This design comes from an exercise in tuning for small area, a short achievable clock period and few clock cycles on the open sky130 flow, not from production work. RTL that was checked went through simulation tests only; none was proved equivalent to the original. Power and IR drop assume default switching activity.

## cpu
module cpu(clk, reset, s, load, in, out, N, V, Z, w);
    input clk, reset, s, load;
    input [15:0] in;
    output [15:0] out;
    output N, V, Z, w;
    reg w, rep;
    reg [15:0] ir;
    wire w_nx, rep_nx, start;
    FSM_controller ctl(.reset(reset), .s(s), .load(load), .rep(rep),
                       .w_nx(w_nx), .rep_nx(rep_nx), .start(start));
    always @(posedge clk) begin
        w <= w_nx;
        rep <= rep_nx;
        if (load) ir <= in;
    end
    wire [15:0] ins;
    wire [2:0] rn, rm;
    wire [1:0] sh;
    insmux #(16) mi(.rep(rep), .in(in), .ir(ir), .q(ins));
    insmux #(3) mn(.rep(rep), .in(in[10:8]), .ir(ir[10:8]), .q(rn));
    insmux #(3) mm(.rep(rep), .in(in[2:0]), .ir(ir[2:0]), .q(rm));
    insmux #(2) ms(.rep(rep), .in(in[4:3]), .ir(ir[4:3]), .q(sh));
    wire wr1, wc1, cmp1, ci1, arith, andop, movi, inv;
    wire [2:0] rd1;
    instruction_decoder dec(.ins(ins), .start(start), .wr(wr1), .wc(wc1), .cmp(cmp1),
                            .ci(ci1), .arith(arith), .andop(andop), .movi(movi), .inv(inv),
                            .rd(rd1));
    reg [15:0] r0, r1, r2, r3, r4, r5, r6, r7;
    reg wr2;
    reg [2:0] rd2;
    wire [15:0] res;
    wire [7:0] we;
    regfile rf(.we(wr2), .wa(rd2), .wk(we));
    always @(posedge clk) begin
        if (we[0]) r0 <= res;
        if (we[1]) r1 <= res;
        if (we[2]) r2 <= res;
        if (we[3]) r3 <= res;
        if (we[4]) r4 <= res;
        if (we[5]) r5 <= res;
        if (we[6]) r6 <= res;
        if (we[7]) r7 <= res;
    end
    wire [15:0] a, braw, b;
    readport pa(.sel(rn), .we(we), .wr(wr2), .wa(rd2), .wd(res), .d0(r0), .d1(r1), .d2(r2), .d3(r3),
                .d4(r4), .d5(r5), .d6(r6), .d7(r7), .q(a));
    readport pb(.sel(rm), .we(we), .wr(wr2), .wa(rd2), .wd(res), .d0(r0), .d1(r1), .d2(r2), .d3(r3),
                .d4(r4), .d5(r5), .d6(r6), .d7(r7), .q(braw));
    shifter shf(.in(braw), .shift(sh), .sout(b));
    wire [15:0] g1, t1;
    datapath dp(.a(a), .b(b), .imm(ins[7:0]), .arith(arith), .andop(andop), .movi(movi), .inv(inv),
                .g(g1), .t(t1));
    reg [15:0] g2, t2, creg;
    reg ci2, wc2, cmp2;
    reg [2:0] freg;
  ...
Size in the first run: roughly 860 cells after synthesis, about 40 I/O pins, ~11000 sq um of cells after synthesis.
Settings: LEC_CHECK=0, CAP_MARGIN=20, CORE_MARGIN=2, CORE_UTILIZATION=40, CTS_CLUSTER_DIAMETER=120, CTS_CLUSTER_SIZE=25, SETUP_SLACK_MARGIN=2.0, SLEW_MARGIN=20, SYNTH_HIERARCHICAL=1, SYNTH_MINIMUM_KEEP_SIZE=0; clock period 5.5 ns.
standard.sh (not shown) runs the stock make flow with config.mk's settings and CLKGATE_MAP_FILE= SYNTH_SCRIPT=/design/flow/synth_recipe.tcl, a recipe that flattens the netlist after the stock synthesis.
==> flow/flow/run.sh <==
#!/bin/bash
# Standard synthesis, then the standard layout with port buffers of a
# stronger cell and sizing not held to each cell's footprint.
set -euo pipefail
bash standard.sh synth > synth.log 2>&1
bash standard.sh MATCH_CELL_FOOTPRINT=0 'BUFFER_PORTS_ARGS=-buffer_cell sky130_fd_sc_hd__buf_4' finish > layout.log 2>&1
The baseline finished with timing, DRC and antenna clean.
==> next run, changes <==
==> flow/flow/run.sh (replaced) <==
#!/bin/bash
# Standard synthesis; every combinational cell set to its family's smallest
# size (flow/downsize.tcl); then the standard layout with port buffers of a
# stronger cell and sizing not held to each cell's footprint, whose timing
# repair sizes up what the timing needs.
set -euo pipefail
bash standard.sh synth > synth.log 2>&1
openroad -no_init -exit flow/downsize.tcl > downsize.log 2>&1
touch orfs/results/sky130hd/cpu/base/1_synth.sdc
bash standard.sh MATCH_CELL_FOOTPRINT=0 'BUFFER_PORTS_ARGS=-buffer_cell sky130_fd_sc_hd__buf_4' finish > layout.log 2>&1
==> flow/flow/downsize.tcl (new file) <==
# Sets every combinational cell of the synthesized netlist to the smallest
# cell of its family (same function and pins); flip-flops and clock cells
# are left as they are. The layout's timing repair then sizes up what the
# timing needs.
set odb orfs/results/sky130hd/cpu/base/1_synth.odb
read_db $odb
set db [ord::get_db]
set block [ord::get_db_block]
set n 0
set saved 0
foreach inst [$block getInsts] {
  set m [$inst getMaster]
  set name [$m getName]
  if {![regexp {^(sky130_fd_sc_hd__[a-z0-9]+)_([0-9]+)$} $name -> fam sz]} { continue }
  if {[regexp {__(df|dl|sdf|edf|clk|probe|lpflow|conb|tap|fill|decap)} $fam]} { continue }
  set best $m
  set ba [expr {[$m getWidth] * [$m getHeight]}]
  foreach s {0 1 2 3 4 6 8 12 16} {
    set c [$db findMaster ${fam}_$s]
    if {$c eq "NULL" || $c eq ""} { continue }
    set a [expr {[$c getWidth] * [$c getHeight]}]
    if {$a < $ba} { set best $c; set ba $a }
  }
  if {$best ne $m} {
    set saved [expr {$saved + [$m getWidth] * [$m getHeight] - $ba}]
    $inst swapMaster $best
    incr n
  }
}
puts "downsized $n cells, [expr {$saved / 1e6}] um2"
write_db $odb
Settings changed: SETUP_SLACK_MARGIN 2.0 to 2.4.
The changed run completed without violations; via count came out higher by 3.9%; design area came out higher by 3.0%; sequential cell count does not change; clock skew came out lower by 0.0068 ns.
==> next run, changes <==
Settings changed: SETUP_SLACK_MARGIN 2.4 to 2.2.
Outcome: Via count is lower by 3.2%. Critical path depth does not change. Worst setup slack got worse by 0.075 ns. Global-route usage is lower by 0.43 points.
No run of this note included a check of the RTL's function; only the layout flow was run.

== xenon ==
cpu, a different RTL version from the one above (not shown whole).
For scale: ~1000 cells after synthesis, about 200 flip-flops, about 40 I/O pins, roughly 11000 µm² of cells after synthesis.
clock: 5.5 ns
lec_check: 0
cap_margin: 20
core_margin: 2
core_utilization: 40
setup_slack_margin: 1.5
slew_margin: 20
==> flow/flow/run.sh <==
#!/bin/bash
# Standard synthesis, then the standard layout with port buffers of a
# stronger cell and sizing not held to each cell's footprint.
set -euo pipefail
bash standard.sh synth > synth.log 2>&1
bash standard.sh MATCH_CELL_FOOTPRINT=0 'BUFFER_PORTS_ARGS=-buffer_cell sky130_fd_sc_hd__buf_4' finish > layout.log 2>&1
Testbench counts of xenon, summed over its fixed seeds: cycles 6,000.
The following lists how maple was set up differently from xenon:
- swapping 1.5 for 2.5 in SETUP_SLACK_MARGIN
==> flow/run.sh (new file) <==
#!/bin/bash
# synth_recipe.tcl (not shown) runs the flow's synth.tcl, then flattens the netlist and writes it again
# the make line also repeats each setting of config.mk as NAME=value (left out here)
make -C /OpenROAD-flow-scripts/flow DESIGN_CONFIG=/design/flow/config.mk WORK_HOME=/design/flow/orfs CLKGATE_MAP_FILE= SYNTH_SCRIPT=/design/flow/synth_recipe.tcl finish
removed: flow/flow/run.sh
removed: flow/standard.sh
Notes after the runs:
On maple: post-route minimum period is 91 ps lower than what xenon gave.
Compared with xenon, maple shows a number of buffers and inverters on the critical path that is 2 higher.
xenon has a higher power density over the cells than maple.
Relative to maple, the following input files were edited for raven:
- SETUP_SLACK_MARGIN now 1.5, was 2.5
[summary]
The synthesis-to-finish area growth of raven falls short of that of maple by 25 points.
Capture point of the worst path = out[13]: raven; capture point of the worst path = V: maple
In raven, the design area came out 2600 µm² below the value in maple.
Re number of cells on the critical path: raven is 4 down on maple.
Comparing maple and raven, the lower inverter count of the layout excluding clock inverters was measured on raven.
Sort maple and raven by final worst-path cycle share, descending, and raven comes first.
| cell leakage power | higher: maple |
In the flow results for maple and raven, the total power draw is larger on maple.
[compare] base=maple new=raven: final-layout clock buffer total now larger; met2 wire length now smaller; routed via count now smaller; amount of wire on met3 after detailed routing now smaller.

cpu, a different RTL version from the one above (not shown whole).
For scale: ~1100 cells after synthesis, ~40 I/O pins.
==> flow/config.mk <==
export PLATFORM = sky130hd
export DESIGN_NAME = cpu
export DESIGN_NICKNAME = cpu
export VERILOG_FILES = /design/flow/design.v
export SDC_FILE = /design/flow/constraint.sdc
export NUM_CORES = 4
export LEC_CHECK = 0
export CAP_MARGIN = 20
export CORE_MARGIN = 2
export CORE_UTILIZATION = 40
export SETUP_SLACK_MARGIN = 2.5
export SLEW_MARGIN = 20
export SYNTH_HIERARCHICAL = 1
export SYNTH_MINIMUM_KEEP_SIZE = 0
==> flow/constraint.sdc <==
create_clock -name core_clock -period 5.5 [get_ports {clk}]
set_input_delay 1.1000 -clock core_clock [delete_from_list [all_inputs] [get_ports {clk}]]
set_output_delay 1.1000 -clock core_clock [all_outputs]
set_load 0.01 [all_outputs]
==> flow/flow/run.sh <==
#!/bin/bash
# Standard synthesis, then the standard layout with port buffers of a
# stronger cell and sizing not held to each cell's footprint.
set -euo pipefail
bash standard.sh synth > synth.log 2>&1
bash standard.sh MATCH_CELL_FOOTPRINT=0 'BUFFER_PORTS_ARGS=-buffer_cell sky130_fd_sc_hd__buf_4' finish > layout.log 2>&1
Testbench counts at the start, summed over its fixed seeds: cycles 6,000.
==> next run, changes <==
CTS_CLUSTER_DIAMETER = 120   (was not set)
CTS_CLUSTER_SIZE = 25   (was not set)
SETUP_SLACK_MARGIN = 2.0   (was 2.5)
=>
- routed wire length went down by 10%
- setup slack is worse by 230 ps
- area after synthesis is unchanged
- core utilization went down by 6.7 points
- clock skew went up by 18 ps
- combinational power is lower by 14%
- hold slack is better by 3.4 ps
- global-route usage falls by 2.0 points
- sequential power is about the same

== wip/yarrow ==
Another version of the RTL of cpu (not shown whole).
Size: ~1,100 cells after synthesis, ~40 I/O pins, about 11,000 um^2 of cells after synthesis.
clock: 5.5 ns
lec_check: 0
cap_margin: 20
core_margin: 2
core_utilization: 40
cts_cluster_diameter: 120
cts_cluster_size: 25
setup_slack_margin: 2.0
slew_margin: 20
synth_hierarchical: 1
synth_minimum_keep_size: 0
Scripts as last shown in full above: flow/flow/run.sh
Testbench counts of wip/yarrow, summed over its fixed seeds: cycles 6,000.
For wip/umber, these inputs were changed with respect to wip/yarrow:
--- a/flow/config.mk
+++ b/flow/config.mk
@@ -8,7 +8,6 @@
 export CAP_MARGIN = 20
 export CORE_MARGIN = 2
-export CORE_UTILIZATION = 40
-export CTS_CLUSTER_DIAMETER = 120
-export CTS_CLUSTER_SIZE = 25
+export CORE_UTILIZATION = 75
+export CTS_CLUSTER_SIZE = 30
 export SETUP_SLACK_MARGIN = 2.0
 export SLEW_MARGIN = 20
==> comparison <==
Largest net degree at the start of global routing (wip/umber / wip/yarrow): 1.4. wip/umber ended up with a higher first-iteration DRC count than wip/yarrow did. Looking at beginning of the critical path, the t2[15] result is from wip/umber; the gsel2 one comes from wip/yarrow. In wip/umber the worst setup slack turned out 0.051 ns lower than in wip/yarrow.
Modified inputs, wip/ember compared to wip/umber
--- a/flow/config.mk
+++ b/flow/config.mk
@@ -8,6 +8,6 @@
 export CAP_MARGIN = 20
 export CORE_MARGIN = 2
-export CORE_UTILIZATION = 75
-export CTS_CLUSTER_SIZE = 30
+export CORE_UTILIZATION = 40
+export CTS_BUF_LIST = sky130_fd_sc_hd__clkbuf_8
 export SETUP_SLACK_MARGIN = 2.0
 export SLEW_MARGIN = 20
Results
Total power went down by a few percent going from wip/umber to wip/ember.
On multi-input gate share of total cell area: between wip/ember and wip/umber, it ends up lower for wip/ember.
Compared to wip/umber, wip/ember has number of gates on the worst path with buffers counted 1 higher.
Diff wip/umber -> wip/ember: met3 layer wire length in the routed design down about 30%, routed wire length went up 650 um, count of cells along the worst hold path up 1.
Compared with wip/umber, in wip/ember detailed placer's ending HPWL moved up, area growth from synthesis to layout moved up.
## Diff of input files: wip/indigo against wip/ember
--- a/flow/config.mk
+++ b/flow/config.mk
@@ -10,5 +10,7 @@
 export CORE_UTILIZATION = 40
 export CTS_BUF_LIST = sky130_fd_sc_hd__clkbuf_8
-export SETUP_SLACK_MARGIN = 2.0
+export CTS_CLUSTER_DIAMETER = 50
+export CTS_CLUSTER_SIZE = 16
+export SETUP_SLACK_MARGIN = 2.3
 export SLEW_MARGIN = 20
 export SYNTH_HIERARCHICAL = 1
==> results.txt <==
Against wip/ember as the reference, wip/indigo delivers a lower fill cell total of the finished layout. Area taken by flip-flops and latches, wip/indigo and wip/ember: lower on wip/ember. wip/indigo ends up with a multi-input gate share of total cell area that is 0.44 points higher than in wip/ember. When the final numbers for wip/indigo and wip/ember were put side by side, the number of buffers created by CTS turned out to be smaller in wip/indigo.
### wip/indigo -> wip/garnet
--- a/flow/config.mk
+++ b/flow/config.mk
@@ -8,9 +8,8 @@
 export CAP_MARGIN = 20
 export CORE_MARGIN = 2
-export CORE_UTILIZATION = 40
-export CTS_BUF_LIST = sky130_fd_sc_hd__clkbuf_8
-export CTS_CLUSTER_DIAMETER = 50
-export CTS_CLUSTER_SIZE = 16
-export SETUP_SLACK_MARGIN = 2.3
+export CORE_UTILIZATION = 55
+export CTS_CLUSTER_DIAMETER = 120
+export CTS_CLUSTER_SIZE = 25
+export SETUP_SLACK_MARGIN = 2.0
 export SLEW_MARGIN = 20
 export SYNTH_HIERARCHICAL = 1
Findings:
Looking only at maximum fanout encountered on the critical timing path, and setting everything else aside, the lower value of wip/indigo and wip/garnet goes to wip/garnet.
Delta(area growth from synthesis to layout, wip/garnet - wip/indigo) < 0
For total power of the final layout, dividing the value from wip/indigo by the value from wip/garnet gives 1.10.
Wire length (wip/garnet vs. wip/indigo) decreases by a few percent
When wip/garnet is set beside wip/indigo, its sequential cell area share turns out to be 2.4 points larger.
Going from wip/indigo to wip/garnet, the count of clock-buffer cells in the layout was found to have gone down by 17.

[static timing again, ports no longer ideal]
In the flow no input, the clock included, has a driving cell. The finished layouts below were timed again as built, in two steps.
Step 1 sets driving cells, clkbuf_16 on the clock port and buf_2 on the other inputs (assumed; they add their load-dependent delay and slew).
Step 2 times the ports against the registers' clock, not the clock port: input delays grow and output delays shrink by t, the midpoint of the rising clock arrivals with the driver on.
Slacks: no drivers / after step 1 / after step 2; pairs: no drivers / after step 1.
run | t, ns | setup slack, ns | worst setup path after step 2 | clock arrival spread, ns
the first run of note 1 | 0.512 | 2.094 / 2.051 / 1.779 | input to register | 0.036 / 0.035
the second run of note 1 | 0.511 | 2.315 / 2.270 / 1.906 | input to register | 0.034 / 0.034
the third run of note 1 | 0.512 | 2.239 / 2.195 / 1.907 | input to register | 0.027 / 0.027
xenon | 0.562 | 1.552 / 1.502 / 1.088 | input to register | 0.017 / 0.017
maple | 0.560 | 1.643 / 1.596 / 1.305 | input to register | 0.019 / 0.019
raven | 0.558 | 1.506 / 1.458 / 1.078 | input to register | 0.008 / 0.008
the first run of note 3 | 0.569 | 2.279 / 2.227 / 1.967 | input to register | 0.027 / 0.027
the second run of note 3 | 0.512 | 2.045 / 2.001 / 1.786 | input to register | 0.045 / 0.045
wip/yarrow | 0.521 | 2.118 / 2.069 / 1.677 | input to register | 0.028 / 0.028
wip/umber | 0.565 | 2.067 / 2.025 / 1.644 | input to register | 0.024 / 0.024
wip/ember | 0.576 | 2.110 / 2.067 / 1.687 | input to register | 0.033 / 0.034
wip/indigo | 0.599 | 2.215 / 2.174 / 1.820 | input to register | 0.046 / 0.047
wip/garnet | 0.524 | 2.103 / 2.055 / 1.701 | input to register | 0.031 / 0.032
After both steps setup and hold are still met in every run listed. The setup slack of xenon, which loses most, moves by -0.050 ns with the drivers and by -0.464 ns with both steps.
